Background: an optimization exercise with open tools, aiming at small area and a short achievable clock period. Do not read the settings as production practice.
Power is estimated from default activity; no workload was simulated.

## the previous run
==> flow/design.v <==
module fpa(
  input  wire        clk,
  input  wire        reset,
  input  wire [11:0] A,
  input  wire [11:0] B,
  input  wire [11:0] C,
  input  wire [11:0] D,
  input  wire        pushin,
  output reg         pushout,
  output reg  [11:0] Z
);
  localparam K0 = 1;   
  localparam K1 = 1;   
  localparam K2 = 1;   
  localparam K3 = 1;   
  localparam K4 = 1;   
  function automatic ge5(input [4:0] a, input [4:0] b);
    reg [4:0] g, n; reg g43, n43, g21, n21, g40, n40, g4_1, n4_1;
    begin
      g = ~a & b; n = ~(a & ~b);
      g43 = g[4] | (n[4] & g[3]);  n43 = n[4] & n[3];
      g21 = g[2] | (n[2] & g[1]);  n21 = n[2] & n[1];
      g4_1 = g43 | (n43 & g21);    n4_1 = n43 & n21;
      ge5 = ~(g4_1 | (n4_1 & g[0]));
    end
  endfunction
  wire [4:0] eA = A[10:6], eB = B[10:6], eC = C[10:6], eD = D[10:6];
  wire gAB = ge5(eA, eB), gAC = ge5(eA, eC), gAD = ge5(eA, eD);
  wire gBC = ge5(eB, eC), gBD = ge5(eB, eD), gCD = ge5(eC, eD);
  wire selA = gAB & gAC & gAD;
  wire selB = ~gAB & gBC & gBD;
  wire selC = ~gAC & ~gBC & gCD;
  wire selD = ~gAD & ~gBD & ~gCD;
  wire [4:0] mx0 = ({5{selA}} & eA) | ({5{selB}} & eB) | ({5{selC}} & eC) | ({5{selD}} & eD);
  function automatic [6:0] mant(input [11:0] x);
    mant = ((|x[10:6]) ? {1'b1, x[5:0]} : 7'd0) ^ {7{x[11]}};
  endfunction
  wire [47:0] p0 = {mant(A), mant(B), mant(C), mant(D), eA, eB, eC, eD};
  wire [3:0]  s0 = {A[11], B[11], C[11], D[11]};
  reg  [47:0] p1; reg [3:0] s1; reg [4:0] mx1; reg v1;
  generate if (K0) begin : g_k0
    always @(posedge clk) begin p1 <= p0; s1 <= s0; mx1 <= mx0; end
    always @(posedge clk) v1 <= reset ? 1'b0 : pushin;
  end else begin : g_n0
    always @* begin p1 = p0; s1 = s0; mx1 = mx0; v1 = pushin; end
  end endgenerate
  function automatic [10:0] align(input [6:0] m, input s, input [4:0] e, input [4:0] mx);
    reg [4:0] sh; reg [10:0] v;
    begin
      sh = mx - e;
      v = {m, {4{s}}};
      v = sh[0] ? {s, v[10:1]}        : v;
      v = sh[1] ? {{2{s}}, v[10:2]}   : v;
      v = sh[2] ? {{4{s}}, v[10:4]}   : v;
      v = sh[3] ? {{8{s}}, v[10:8]}   : v;
      align = sh[4] ? {11{s}} : v;
    end
  endfunction
  wire [10:0] xA = align(p1[47:41], s1[3], p1[19:15], mx1);
  wire [10:0] xB = align(p1[40:34], s1[2], p1[14:10], mx1);
  wire [10:0] xC = align(p1[33:27], s1[1], p1[9:5],   mx1);
  wire [10:0] xD = align(p1[26:20], s1[0], p1[4:0],   mx1);
  wire [2:0]  ns1 = s1[3] + s1[2] + s1[1] + s1[0];
  wire [2:0]  nn1 = 3'd0 - ns1;
  wire [13:0] r4  = {nn1, 8'd0, ns1};
  reg [43:0] x2; reg [13:0] r42; reg [4:0] mx2; reg v2;
  generate if (K1) begin : g_k1
    always @(posedge clk) begin x2 <= {xA, xB, xC, xD}; r42 <= r4; mx2 <= mx1; end
    always @(posedge clk) v2 <= reset ? 1'b0 : v1;
  end else begin : g_n1
    always @* begin x2 = {xA, xB, xC, xD}; r42 = r4; mx2 = mx1; v2 = v1; end
  end endgenerate
  wire [13:0] q0 = {3'b0, x2[43:33]}, q1 = {3'b0, x2[32:22]}, q2 = {3'b0, x2[21:11]}, q3 = {3'b0, x2[10:0]};
  wire [13:0] a1 = q0 ^ q1 ^ q2;
  wire [13:0] b1 = {(q0 & q1) | (q0 & q2) | (q1 & q2), 1'b0};
  wire [13:0] a2 = a1 ^ b1 ^ q3;
  wire [13:0] b2 = {(a1 & b1) | (a1 & q3) | (b1 & q3), 1'b0};
  wire [13:0] a3 = a2 ^ b2 ^ r42;
  wire [13:0] b3 = {(a2 & b2) | (a2 & r42) | (b2 & r42), 1'b0};
  reg [13:0] a3r, b3r; reg [4:0] mx3; reg v3;
  generate if (K2) begin : g_k2
    always @(posedge clk) begin a3r <= a3; b3r <= b3; mx3 <= mx2; end
    always @(posedge clk) v3 <= reset ? 1'b0 : v2;
  end else begin : g_n2
    always @* begin a3r = a3; b3r = b3; mx3 = mx2; v3 = v2; end
  end endgenerate
  wire [13:0] S = a3r + b3r;
  reg [13:0] S4; reg [4:0] mx4; reg v4;
  generate if (K3) begin : g_k3
    always @(posedge clk) begin S4 <= S; mx4 <= mx3; end
    always @(posedge clk) v4 <= reset ? 1'b0 : v3;
  end else begin : g_n3
    always @* begin S4 = S; mx4 = mx3; v4 = v3; end
  end endgenerate
  wire        sgn = S4[13];
  wire [12:0] M   = sgn ? (13'd0 - S4[12:0]) : S4[12:0];
  wire        d3 = ~|M[12:5];
  wire [12:0] M1 = d3 ? {M[4:0], 8'd0} : M;
  wire        d2 = ~|M1[12:9];
  wire [12:0] M2 = d2 ? {M1[8:0], 4'd0} : M1;
  wire        d1 = ~|M2[12:11];
  wire [12:0] M3 = d1 ? {M2[10:0], 2'd0} : M2;
  wire        d0 = ~M3[12];
  wire [12:0] M4 = d0 ? {M3[11:0], 1'b0} : M3;
  reg sgn5, nz5; reg [5:0] fr5; reg [3:0] lz5; reg [4:0] mx5; reg v5;
  generate if (K4) begin : g_k4
    always @(posedge clk) begin sgn5 <= sgn; nz5 <= M4[12]; fr5 <= M4[11:6]; lz5 <= {d3, d2, d1, d0}; mx5 <= mx4; end
    always @(posedge clk) v5 <= reset ? 1'b0 : v4;
  end else begin : g_n4
    always @* begin sgn5 = sgn; nz5 = M4[12]; fr5 = M4[11:6]; lz5 = {d3, d2, d1, d0}; mx5 = mx4; v5 = v4; end
  end endgenerate
  wire signed [6:0] E = $signed({2'b00, mx5}) - $signed({3'b000, lz5});
  wire [4:0] ef = E[4:0] + 5'd2;
  wire zero = ~nz5 | E[6];
  wire sat  = (E > 7'sd28) | ((E == 7'sd28) & fr5[5] & fr5[4] & (|fr5[3:0]));
  wire [11:0] res = zero ? 12'h000 : sat ? {sgn5, 5'b11110, 6'b110000} : {sgn5, ef, fr5};
  always @(posedge clk) begin
    Z <= res;
    pushout <= reset ? 1'b0 : v5;
  end
endmodule
clock: 5.0 ns
lec_check: 0
abc_area: 1
cap_margin: 20
core_margin: 2
core_utilization: 40
slew_margin: 20
run.sh (not shown) runs the stock make flow with config.mk's settings and CLKGATE_MAP_FILE= SYNTH_SCRIPT=/design/flow/synth_recipe.tcl, a recipe that flattens the netlist after the stock synthesis.
## Diff of input files: the current run against the previous run
diff --git a/flow/design.v b/flow/design.v
--- a/flow/design.v
+++ b/flow/design.v
@@ -11,11 +11,11 @@
 );
   localparam K0 = 1;   
   localparam K1 = 1;   
   localparam K2 = 1;   
   localparam K3 = 1;   
-  localparam K4 = 1;   
+  localparam K4 = 0;   
   function automatic ge5(input [4:0] a, input [4:0] b);
     reg [4:0] g, n; reg g43, n43, g21, n21, g40, n40, g4_1, n4_1;
     begin
       g = ~a & b; n = ~(a & ~b);
       g43 = g[4] | (n[4] & g[3]);  n43 = n[4] & n[3];
Notes after the runs:
Peak per-stage delay on the critical path down 190 ps in the current run wrt the previous run
Against the previous run, the current run comes in about 4.3% lower on post-place instance area.
Looking at multi-input gate share of total cell area, the current run sits above the previous run.
Cell count after placement ends up higher on the previous run.
Per the comparison of the current run with the previous run, die height has decreased; buffer and inverter count on the worst path went up; overall fraction of global-route tracks in use fell 1.3 points; proportion of synthesized chip area in sequential cells has decreased.
The switching part of the total reported for the current run is smaller than that of the previous run by 0.47 points.
The current run ended with less synthesized netlist net count than the previous run.
Power share of the clock group up 0.3 points in the current run wrt the previous run
No run of this note included a check of the RTL's function; only the layout flow was run.

-- afterwards: timing with drivers on the ports --
The results above use ideal ports. As a check the final layouts listed here were re-extracted and re-timed, cells and wires unchanged. Step 1 assumes that a clkbuf_16 drives the clock port and a buf_2 every other input. Step 2 moves the port delays by t, midway between the first and last clock arrival at a register: inputs arrive t later, outputs are due t later. That takes back most of the time a late clock gives input paths. Three values: ideal ports, drivers, drivers and shift; two values: the first two.
run | t (ns) | setup WS [ns] | hold WS [ns] | slew at the worst register clock pin (ns) | worst data-port slew with drivers (ns)
the previous run | 0.480 | 2.283 / 2.283 / 1.846 | 0.313 / 0.313 / 0.313 | 0.08 / 0.08 | 0.06
the current run | 0.467 | 0.935 / 0.935 / 0.935 | 0.322 / 0.322 / 0.322 | 0.07 / 0.07 | 0.05
After both steps setup and hold are still met in every run listed. The setup slack of the previous run, which loses most, moves by 0.000 ns with the drivers and by -0.437 ns with both steps.
